From an optimization exercise on the open Yosys and OpenROAD flow, aimed at small area and a short achievable clock period; shortcuts taken in it are not production practice.
In this exercise RTL edits were held to simulation tests only and were not proved equivalent to the original.
No activity file was given, so power comes from the tool's default toggle rates.

`flow/design.v`:
```
`timescale 1ns / 1ps
module program_counter 
#(
    parameter INSTRUCTION_BITSIZE = 32
)
(
    input  wire clk,
    input  wire reset,
    input  wire [INSTRUCTION_BITSIZE-1:0] pc_next,
    output reg  [INSTRUCTION_BITSIZE-1:0] pc_current
);
always @(posedge clk or posedge reset) begin
    if (reset)
        pc_current <= {INSTRUCTION_BITSIZE{1'b0}};
    else
        pc_current <= pc_next;
end
endmodule
`timescale 1ns / 1ps
module alu 
(
    input  wire [31:0] a,
    input  wire [31:0] b,
    input  wire [3:0]  alu_control,
    output reg  [31:0] result,
    output wire        zero
);
always @(*) begin
    case (alu_control)
        4'b0000: result = a + b;                            
        4'b0001: result = a - b;                            
        4'b0010: result = a & b;                            
        4'b0011: result = a | b;                            
        4'b0100: result = a ^ b;                            
        4'b0101: result = ($signed(a) < $signed(b)) ? 1 : 0;  
        4'b0110: result = a << b[4:0];                      
        4'b0111: result = a >> b[4:0];                      
        4'b1000: result = $signed(a) >>> b[4:0];            
        4'b1001: result = (a < b) ? 1 : 0;                  
        default: result = 32'b0;
    endcase
end
assign zero = (result == 32'b0);
endmodule
`timescale 1ns / 1ps
module branch_unit 
#(parameter INSTRUCTION_BITSIZE = 32
)
(
    input  wire [2:0] funct3,
    input  wire [INSTRUCTION_BITSIZE-1:0] a,
    input  wire [INSTRUCTION_BITSIZE-1:0] b,
    output reg branch_taken
);
always @(*) begin
    case (funct3)
        3'b000: branch_taken = (a == b);                          
        3'b001: branch_taken = (a != b);                          
        3'b100: branch_taken = ($signed(a) < $signed(b));         
        3'b101: branch_taken = ($signed(a) >= $signed(b));        
        3'b110: branch_taken = (a < b);                           
        3'b111: branch_taken = (a >= b);                          
        default: branch_taken = 1'b0;
    endcase
end
endmodule
`timescale 1ns / 1ps
module immediate_generator
#(
    parameter INSTRUCTION_BITSIZE = 32,
    parameter OPCODE_SIZE = 7
)
(
    input  [INSTRUCTION_BITSIZE-1:0] instruction,
    output reg [INSTRUCTION_BITSIZE-1:0] immediate
);
    wire [OPCODE_SIZE-1:0] opcode;
    assign opcode = instruction[OPCODE_SIZE-1:0];
    always @(*) begin
        case (opcode)
            7'b0010011,
            7'b0000011,
            7'b1100111:
                immediate = {{20{instruction[31]}}, instruction[31:20]};
            7'b0100011:
                immediate = {{20{instruction[31]}},
                             instruction[31:25],
                             instruction[11:7]};
            7'b1100011:
                immediate = {{19{instruction[31]}},
                             instruction[31],
                             instruction[7],
                             instruction[30:25],
                             instruction[11:8],
                             1'b0};
            7'b0110111,
            7'b0010111:
                immediate = {instruction[31:12], 12'b0};
            7'b1101111:
                immediate = {{11{instruction[31]}},
                             instruction[31],
                             instruction[19:12],
                             instruction[20],
                             instruction[30:21],
                             1'b0};
            default:
                immediate = {INSTRUCTION_BITSIZE{1'b0}};
        endcase
    end
endmodule
`timescale 1ns / 1ps
module register_bank 
#(
    parameter INSTRUCTION_BITSIZE = 32,
    parameter REGISTER_ADDR_BITS = 5
)
(
    input wire clk,
    input wire reset,
    input wire register_enable_write,
    input wire [REGISTER_ADDR_BITS-1:0] register1_address,
    input wire [REGISTER_ADDR_BITS-1:0] register2_address,
    input wire [REGISTER_ADDR_BITS-1:0] register_address_to_write,
    input wire [INSTRUCTION_BITSIZE-1:0] register_data_to_write,
	input wire [REGISTER_ADDR_BITS-1:0] register_data_debug_address,
    output wire [INSTRUCTION_BITSIZE-1:0] register1_data,
    output wire [INSTRUCTION_BITSIZE-1:0] register2_data,
	output wire [INSTRUCTION_BITSIZE-1:0] register_data_debug
);
reg [INSTRUCTION_BITSIZE-1:0] registers [0:(1<<REGISTER_ADDR_BITS)-1];
integer i;
always @(posedge clk or posedge reset) begin
    if (reset) begin
        for (i = 0; i < (1<<REGISTER_ADDR_BITS); i = i + 1)
            registers[i] <= {INSTRUCTION_BITSIZE{1'b0}};
    end
    else if (register_enable_write && register_address_to_write != {REGISTER_ADDR_BITS{1'b0}})
        registers[register_address_to_write] <= register_data_to_write;
end
assign register1_data =  
	(register1_address == 0) ? 0 : registers[register1_address];
assign register2_data =   
	(register2_address == 0) ? 0 : registers[register2_address];
assign register_data_debug = 
	(register_data_debug_address == 0) ? 32'b0:
	registers[register_data_debug_address];
endmodule
`timescale 1ns / 1ps
module data_memory 
#(
    parameter DATA_WIDTH   = 32,
    parameter DATA_MEMORY_DEPTH = 256    
)
(
    input  wire                     clk,
    input  wire                     memory_enable_write,
    input  wire                     memory_enable_read,
    input  wire [1:0]               memory_size,       
    input  wire                     memory_sign_ext,   
    input  wire [DATA_WIDTH-1:0]    memory_address,
    input  wire [DATA_WIDTH-1:0]    memory_data_to_write,
    output reg  [DATA_WIDTH-1:0]    memory_data_read,
    output wire                     misaligned_exception
);
reg [DATA_WIDTH-1:0] memory [0:DATA_MEMORY_DEPTH-1];
wire [$clog2(DATA_MEMORY_DEPTH)-1:0] word_address;
wire [DATA_WIDTH-1:0] raw_word_address;
assign raw_word_address = memory_address >> 2;
assign word_address =
    (raw_word_address < DATA_MEMORY_DEPTH) ?
    raw_word_address[$clog2(DATA_MEMORY_DEPTH)-1:0] :
    {($clog2(DATA_MEMORY_DEPTH)){1'b0}};
wire misaligned_word = (memory_size == 2'b10) && (memory_address[1:0] != 2'b00);
wire misaligned_half = (memory_size == 2'b01) && (memory_address[0]   != 1'b0);
assign misaligned_exception = misaligned_word | misaligned_half;
always @(posedge clk) begin
    if (memory_enable_write && !misaligned_exception) begin
        case (memory_size)
            2'b00: begin
                case (memory_address[1:0])
                    2'b00: memory[word_address][7:0]   <= memory_data_to_write[7:0];
                    2'b01: memory[word_address][15:8]  <= memory_data_to_write[7:0];
                    2'b10: memory[word_address][23:16] <= memory_data_to_write[7:0];
                    2'b11: memory[word_address][31:24] <= memory_data_to_write[7:0];
                endcase
            end
            2'b01: begin
                if (memory_address[1] == 1'b0)
                    memory[word_address][15:0]  <= memory_data_to_write[15:0];
                else
                    memory[word_address][31:16] <= memory_data_to_write[15:0];
            end
            2'b10: begin
                memory[word_address] <= memory_data_to_write;
            end
        endcase
    end
end
reg [7:0]  read_byte;
reg [15:0] read_half;
reg [31:0] read_word;
always @(*) begin
    read_word        = 32'b0;
    read_byte        = 8'b0;
    read_half        = 16'b0;
    memory_data_read = 32'b0;
    if (memory_enable_read && !misaligned_exception) begin
        read_word = memory[word_address];
        case (memory_address[1:0])
            2'b00: read_byte = memory[word_address][7:0];
            2'b01: read_byte = memory[word_address][15:8];
            2'b10: read_byte = memory[word_address][23:16];
            2'b11: read_byte = memory[word_address][31:24];
        endcase
        if (memory_address[1] == 1'b0)
            read_half = memory[word_address][15:0];
        else
            read_half = memory[word_address][31:16];
        case (memory_size)
            2'b00:
                memory_data_read = memory_sign_ext ?
                    {{24{read_byte[7]}}, read_byte} :
                    {24'b0, read_byte};
            2'b01:
                memory_data_read = memory_sign_ext ?
                    {{16{read_half[15]}}, read_half} :
                    {16'b0, read_half};
            2'b10:
                memory_data_read = read_word;
        endcase
    end
end
endmodule
`timescale 1ns / 1ps
module control_unit 
(
    input  wire [6:0] opcode,
    input  wire [2:0] funct3,
    input  wire [6:0] funct7,
    output reg        register_enable_write,
    output reg        mem_enable_read,
    output reg        mem_enable_write,
    output reg        mem_to_reg,
    output reg        alu_src,
    output reg        branch,
    output reg        jump,
    output reg        alu_src_a_pc,
    output reg [1:0]  wb_select,
    output reg [1:0]  next_pc_select,
    output reg [1:0]  memory_size,
    output reg        memory_sign_ext,
    output reg [3:0]  alu_control
);
always @(*) begin
    register_enable_write = 0;
    mem_enable_read       = 0;
    mem_enable_write      = 0;
    mem_to_reg            = 0;
    alu_src               = 0;
    branch                = 0;
    jump                  = 0;
    alu_src_a_pc          = 0;
    wb_select             = 2'b00;
    next_pc_select        = 2'b00;
    memory_size           = 2'b10;
    memory_sign_ext       = 1'b1;
    alu_control           = 4'b0000;
    case (opcode)
    7'b0110011: begin
        register_enable_write = 1;
        wb_select = 2'b00;  
        case ({funct7, funct3})
            {7'b0000000,3'b000}: alu_control = 4'b0000;  
            {7'b0100000,3'b000}: alu_control = 4'b0001;  
            {7'b0000000,3'b001}: alu_control = 4'b0110;  
            {7'b0000000,3'b010}: alu_control = 4'b0101;  
            {7'b0000000,3'b011}: alu_control = 4'b1001;  
            {7'b0000000,3'b100}: alu_control = 4'b0100;  
            {7'b0000000,3'b101}: alu_control = 4'b0111;  
            {7'b0100000,3'b101}: alu_control = 4'b1000;  
            {7'b0000000,3'b110}: alu_control = 4'b0011;  
            {7'b0000000,3'b111}: alu_control = 4'b0010;  
        endcase
    end
    7'b0010011: begin
        register_enable_write = 1;
        alu_src = 1;
        wb_select = 2'b00;  
        case (funct3)
            3'b000: alu_control = 4'b0000;                        
            3'b001: alu_control = 4'b0110;                        
            3'b010: alu_control = 4'b0101;                        
            3'b011: alu_control = 4'b1001;                        
            3'b100: alu_control = 4'b0100;                        
            3'b101: alu_control = funct7[5] ? 4'b1000 : 4'b0111;  
            3'b110: alu_control = 4'b0011;                        
            3'b111: alu_control = 4'b0010;                        
        endcase
    end
    7'b0000011: begin
        register_enable_write = 1;
        mem_enable_read = 1;
        alu_src = 1;
        wb_select = 2'b01;  
        memory_size = funct3[1:0];
        memory_sign_ext = ~funct3[2];
    end
    7'b0100011: begin
        mem_enable_write = 1;
        alu_src = 1;
        memory_size = funct3[1:0];
    end
    7'b1100011: begin
        branch = 1;
        next_pc_select = 2'b01;  
    end
    7'b1101111: begin
        register_enable_write = 1;
        wb_select = 2'b10;        
        next_pc_select = 2'b10;   
    end
    7'b1100111: begin
        register_enable_write = 1;
        alu_src = 1;
        wb_select = 2'b10;        
        next_pc_select = 2'b11;   
    end
    7'b0110111: begin
        register_enable_write = 1;
        wb_select = 2'b11;  
    end
    7'b0010111: begin
        register_enable_write = 1;
        alu_src = 1;
        alu_src_a_pc = 1;
        wb_select = 2'b00;
        alu_control = 4'b0000;
    end
    endcase
end
endmodule
`timescale 1ns / 1ps
module cpu_riscv 
	#(
	parameter DATA_MEMORY_DEPTH = 32,
    parameter INSTRUCTION_BITSIZE = 32,
    parameter REGISTER_ADDR_BITS  = 5,
    parameter OPCODE_SIZE         = 7,
    parameter ENABLE_DEBUG        = 1)
	(
    input  wire clk,
    input  wire reset,
    output wire [31:0] instr_addr,
    input  wire [31:0] instr_data,
    input  wire [REGISTER_ADDR_BITS-1:0] register_data_debug_address,
    output wire [INSTRUCTION_BITSIZE-1:0] register_data_debug
);
wire [31:0] pc_current;
wire [31:0] pc_next;
program_counter pc (
    .clk(clk),
    .reset(reset),
    .pc_next(pc_next),
    .pc_current(pc_current)
);
wire [31:0] pc_plus_4 = pc_current + 32'd4;
wire [31:0] instruction;
assign instr_addr  = pc_current;
assign instruction = instr_data;
wire [4:0] rs1 = instruction[19:15];
wire [4:0] rs2 = instruction[24:20];
wire [4:0] rd  = instruction[11:7];
wire [6:0] opcode = instruction[6:0];
wire [2:0] funct3 = instruction[14:12];
wire [6:0] funct7 = instruction[31:25];
wire [31:0] register1_data;
wire [31:0] register2_data;
wire [31:0] register_data_to_write;
wire register_enable_write;
generate
if (ENABLE_DEBUG) begin
    register_bank regbank (
        .clk(clk),
        .reset(reset),
        .register_enable_write(register_enable_write),
        .register1_address(rs1),
        .register2_address(rs2),
        .register_address_to_write(rd),
        .register_data_to_write(register_data_to_write),
        .register1_data(register1_data),
        .register2_data(register2_data),
        .register_data_debug_address(register_data_debug_address),
        .register_data_debug(register_data_debug)
    );
end else begin
    register_bank regbank (
        .clk(clk),
        .reset(reset),
        .register_enable_write(register_enable_write),
        .register1_address(rs1),
        .register2_address(rs2),
        .register_address_to_write(rd),
        .register_data_to_write(register_data_to_write),
        .register1_data(register1_data),
        .register2_data(register2_data)
    );
    assign register_data_debug = 32'b0;
end
endgenerate
wire [31:0] immediate;
immediate_generator imm_gen (
    .instruction(instruction),
    .immediate(immediate)
);
wire mem_enable_read;
wire mem_enable_write;
wire mem_to_reg;
wire alu_src;
wire branch;
wire jump;
wire alu_src_a_pc;
wire [1:0] wb_select;
wire [1:0] next_pc_select;
wire [1:0] memory_size;
wire memory_sign_ext;
wire [3:0] alu_control;
control_unit control (
    .opcode(opcode),
    .funct3(funct3),
    .funct7(funct7),
    .register_enable_write(register_enable_write),
    .mem_enable_read(mem_enable_read),
    .mem_enable_write(mem_enable_write),
    .mem_to_reg(mem_to_reg),
    .alu_src(alu_src),
    .branch(branch),
    .jump(jump),
    .alu_src_a_pc(alu_src_a_pc),
    .wb_select(wb_select),
    .next_pc_select(next_pc_select),
    .memory_size(memory_size),
    .memory_sign_ext(memory_sign_ext),
    .alu_control(alu_control)
);
wire [31:0] alu_operand1;
wire [31:0] alu_operand2;
wire [31:0] alu_result;
wire zero_flag;
assign alu_operand1 =
    alu_src_a_pc ? pc_current :
                   register1_data;
assign alu_operand2 =
    alu_src ? immediate : register2_data;
alu alu_core (
    .a(alu_operand1),
    .b(alu_operand2),
    .alu_control(alu_control),
    .result(alu_result),
    .zero(zero_flag)
);
wire [31:0] memory_data_read;
wire misaligned_exception;
data_memory #(.DATA_MEMORY_DEPTH(DATA_MEMORY_DEPTH)) dataMem (
    .clk(clk),
    .memory_enable_write(mem_enable_write),
    .memory_enable_read(mem_enable_read),
    .memory_size(memory_size),
    .memory_sign_ext(memory_sign_ext),
    .memory_address(alu_result),
    .memory_data_to_write(register2_data),
    .memory_data_read(memory_data_read),
    .misaligned_exception(misaligned_exception)
);
wire branch_taken;
branch_unit brancher (
    .funct3(funct3),
    .a(register1_data),
    .b(register2_data),
    .branch_taken(branch_taken)
);
assign register_data_to_write =
    (wb_select == 2'b00) ? alu_result :
    (wb_select == 2'b01) ? memory_data_read :
    (wb_select == 2'b10) ? pc_plus_4 :
                           immediate;
wire [31:0] branch_target = pc_current + immediate;
wire [31:0] jal_target    = pc_current + immediate;
wire [31:0] jalr_target   = (register1_data + immediate) & 32'hFFFFFFFE;
assign pc_next =
    (next_pc_select == 2'b11) ? jalr_target :
    (next_pc_select == 2'b10) ? jal_target  :
    (next_pc_select == 2'b01 && branch_taken) ? branch_target :
                                                pc_plus_4;
endmodule
```
`flow/run.sh`:
```
#!/bin/bash
# synth_recipe.tcl (not shown) runs the flow's synth.tcl, then flattens the netlist and writes it again
# the make line also repeats each setting of config.mk as NAME=value (left out here)
make -C /OpenROAD-flow-scripts/flow DESIGN_CONFIG=/design/flow/config.mk WORK_HOME=/design/flow/orfs CLKGATE_MAP_FILE= SYNTH_SCRIPT=/design/flow/synth_recipe.tcl finish
```
`flow/config.mk`:
```
export PLATFORM = sky130hd
export DESIGN_NAME = cpu_riscv
export DESIGN_NICKNAME = cpu_riscv
export VERILOG_FILES = /design/flow/design.v
export SDC_FILE = /design/flow/constraint.sdc
export NUM_CORES = 8
export LEC_CHECK = 0
export CAP_MARGIN = 20
export CORE_MARGIN = 2
export CORE_UTILIZATION = 30
export SETUP_SLACK_MARGIN = 0.3
export SLEW_MARGIN = 20
```
`flow/constraint.sdc`:
```
create_clock -name core_clock -period 13.0 [get_ports {clk}]
set_input_delay 2.6000 -clock core_clock [delete_from_list [all_inputs] [get_ports {clk}]]
set_output_delay 2.6000 -clock core_clock [all_outputs]
set_load 0.01 [all_outputs]
```
==> impl_metrics.toml <==
[worst_hold_path]
worst_hold_path.endpoint = "genblk1.regbank.registers[1][27]"
hold_class = "flop to flop"
min_from = "genblk1.regbank.registers[1][27]"
hold_depth = 2

[grt]
grt_max_degree = 158
grt_overflow = 0
grt_usage_pct = 36.3
grt_pass1_wl_um = 984000
grt_pass1_vias = 110000
grt_antenna_before_repair = 98

[setup_path]
worstPathArrival_ps = 13440
cp_common_cell = "buf_4"
ff2ff_setup_slack_ps = 2390
timing.critical_path.max_delay_family = "compound AO/OA/AOI/OAI gates"
reg2reg_depth = 35
critPathRequiredTime_ps = 13790
r2r_end = "genblk1.regbank.registers[21][11]"
slowest_stage = "o21ai_0"
crit_path_end_kind = "flop"
slowest_delay_ps = 750
crit_fanout = 32
criticalPathCategory = "input port to flop"
critPathBufInv = 9
start_kind = "input port"
r2r-start = "genblk1.regbank.registers[11][1]"

[route]
routed-via-count = 123000
drcViolationCount = 0
firstDrtPassIters = 14
wl_per_cell_um = 41.1
viasPerCell = 6.86
routed_wl_um = 738000
final_antenna_net_count = 0
drtIter0Drc = 24200

[placed_design]
io_buffer_count = 102
placed_area_um2 = 130000
place.gp.congestion = 1.09
dp_hpwl_um = 491000

[clock_tree]
root_buffer = "clkbuf_16"
clk_path_buf_depth = 4
clkLatencyLatePin_ps = 1010
cts_tree = "done"
path_clk_slew_ps = 60
cts_max_level = 4
cts-buffers-inserted = 229
hold_buffers = 0
cts_sinks = 2048

[synth]
synth_area_um2 = 116000
syn-num-nets = 12400
async_flop_share_pct = 50.0
synth_edf_count = 1024
ys.flop_type = "edfxtp_1"
yosysWarnings = 8
syn-mean-instance-area_um2 = 9.53
seq_area_frac_synth_pct = 48.7
synth_cell_types = 111
synth-seq-cells = 2048
synth_cells = 12200

[floorplanning]
die-area_um2 = 391000
fp.dieH_um = 625
io_pins = 103
core-area_um2 = 385000
dieWidth_um = 625
rows = 228
start_util_pct = 30.1

[flow_run]
cap_violations = 0

[timing]
fin_crit_ps = 12650
slew_headroom_pct = 4.99
finalHoldViolations = 0
max_freq_ghz = 0.0791
finalClockSkew_ps = 114
finalSetupViolCount = 0
drv_slew = 0
fin_crit_sh_pct = 97.3
rsz0062_at_grt = "no"
worst_pin_slew_ps = 1420

[pwr]
leakage_nw = 54.9
p_per_area_nw_per_um2 = 121
power.total_mw = 16.8
ir_drop_uv = 145

[layout]
utilization_pct = 36.0
area_growth_syn_to_layout_pct = 19.7
final_nets = 12800
fin_area_um2 = 139000
drive_gt1_share_pct = 16.3

[run_status]
status = "timing/DRC/antenna clean"
area by class of cell:
class | count | area (um^2)
fill | 38700 | 246000
sequential | 2048 | 56400
inverter | 198 | 747
clock buffer | 296 | 6280
multi-input combinational | 8840 | 55900
antenna | 128 | 320
timing repair buffer | 1238 | 11300
tap | 5060 | 6330
clock inverter | 136 | 1380
placed cells by master, fill, tap and decap left out, drive strengths merged, types with 73 or more instances in the layout:
| cell type | count |
|---|---|
| a2111oi | 137 |
| a21oi | 501 |
| a221oi | 228 |
| a22o | 245 |
| a22oi | 671 |
| a31oi | 158 |
| and3 | 437 |
| buf | 1146 |
| clkbuf | 297 |
| clkdlybuf4s50 | 91 |
| clkinv | 91 |
| dfrtp | 1024 |
| diode | 128 |
| edfxtp | 1024 |
| ha | 193 |
| inv | 203 |
| mux2 | 207 |
| mux2i | 184 |
| nand2 | 1829 |
| nand2b | 73 |
| nand3 | 482 |
| nand4 | 203 |
| nor2 | 667 |
| nor3 | 267 |
| nor4 | 73 |
| o211ai | 85 |
| o21ai | 944 |
| o22ai | 158 |
| o31ai | 89 |
power by group:
| part | switching [mW] | internal (mW) |
|---|---|---|
| logic | 1.96 | 0.810 |
| clock network | 3.01 | 3.82 |
| registers | 0.287 | 6.89 |
synthesized netlist by cell type (72+ instances only):
cell type,count,share of area (%)
nor3_1,264,1.1
and3_1,437,2.4
mux2_2,201,2.0
o22ai_1,158,0.85
edfxtp_1,1024,27
a22oi_1,668,4.3
nand3_1,482,2.1
a22o_1,245,1.9
a21oi_1,498,2.2
mux2i_1,178,1.5
nor4_1,72,0.39
o21ai_0,869,3.8
clkbuf_1,761,2.5
a31oi_1,153,0.83
nand2_1,1828,5.9
ha_1,193,2.1
buf_2,185,0.80
a221oi_1,228,1.7
nand4_1,203,1.1
dfrtp_1,1024,22
nand2b_1,73,0.39
o31ai_1,89,0.58
o211ai_1,85,0.55
a2111oi_0,136,1.0
inv_1,191,0.62
o21ai_1,74,0.32
nor2_1,662,2.1
routing by layer:
| metal | wire, um | up-vias | global-route usage, % | share of wire [%] |
|---|---|---|---|---|
| met5 | 447 | - | 0.161 | 0.061 |
| met4 | 66900 | 48 | 26.0 | 9.1 |
| met3 | 108000 | 3478 | 15.6 | 15 |
| met2 | 288000 | 12100 | 48.7 | 39 |
| met1 | 275000 | 60200 | 46.2 | 37 |
| li1 | - | 47200 | - | - |
flip-flops by register name, indices dropped and copies added (netlist names):
signal,flops
dataMem.memory,1024
genblk1.regbank.registers,992
pc.pc_current,32
stage by stage:
| step | instances | hold WS [ps] | setup WS (ps) | setup TNS, ps |
|---|---|---|---|---|
| CTS | 17800 | 535 | 543 | 0 |
| global placement | 17400 | 511 | -663 | -150560 |
| global route | 17800 | 563 | 326 | 0 |
| floorplan | 12200 | 477 | -3710 | -3803070 |
| finish | 17900 | 537 | 353 | 0 |
| detailed placement | 17400 | 521 | -333 | -54060 |
logic make-up after synthesis:
group	share of synthesized area, %
xor+xnor	0.680
flops	48.7
compound gates	22.8
buf+inv	4.58
simple gates	17.5
mux	3.65
fa+ha+maj	2.15
worst reg2reg max path, delay by kind of cell (launching register included):
kind	cells	cell delay [ps]
and+or+nand+nor	8	2320
DFF	1	500
AOI/OAI and AO/OA	17	5240
adders and majority gates	1	470
muxes	2	550
buffers and inverters	7	1430
what timing repair did:
item | in CTS | in global routing
resized for setup | 0 | 7
buffers inserted | 0 | 16
endpoints found under the hold margin | 0 | 0
endpoints found under the setup margin | 0 | 630
worst max-delay path by stage:
stage,slack (ps),start,endpoint,cells after the start
5_1_grt,330,instr_data[19],genblk1.regbank.registers[8][26],41
4_1_cts,540,instr_data[19],genblk1.regbank.registers[11][22],40
3_5_place_dp,-330,instr_data[19],genblk1.regbank.registers[8][22],40
3_3_place_gp,-660,instr_data[18],genblk1.regbank.registers[20][22],39
6_report,350,instr_data[16],genblk1.regbank.registers[21][11],37
2_1_floorplan,-3710,reset,genblk1.regbank.registers[10][0],1

[static timing again, ports no longer ideal]
Ports are ideal in the flow. The routed layout listed here was re-timed in OpenROAD. Step 1 sets driving cells, clkbuf_16 on the clock port and buf_2 on the other inputs (assumed; they add their load-dependent delay and slew). Step 2 times the ports against the registers' clock, not the clock port: input delays grow and output delays shrink by t, the midpoint of the rising clock arrivals with the driver on. Three values: ideal ports, drivers, drivers and shift; two values: the first two.
shift t [ns]: 1.056
setup slack, ns: 0.353 / 0.346 / -0.711
worst setup path after step 2: input to register
slew at the worst register clock pin (ns): 0.07 / 0.07
With both steps, setup timing fails in this run, where it was met with ideal ports. The setup slack of this run moves by -0.007 ns with the drivers and by -1.064 ns with both steps.
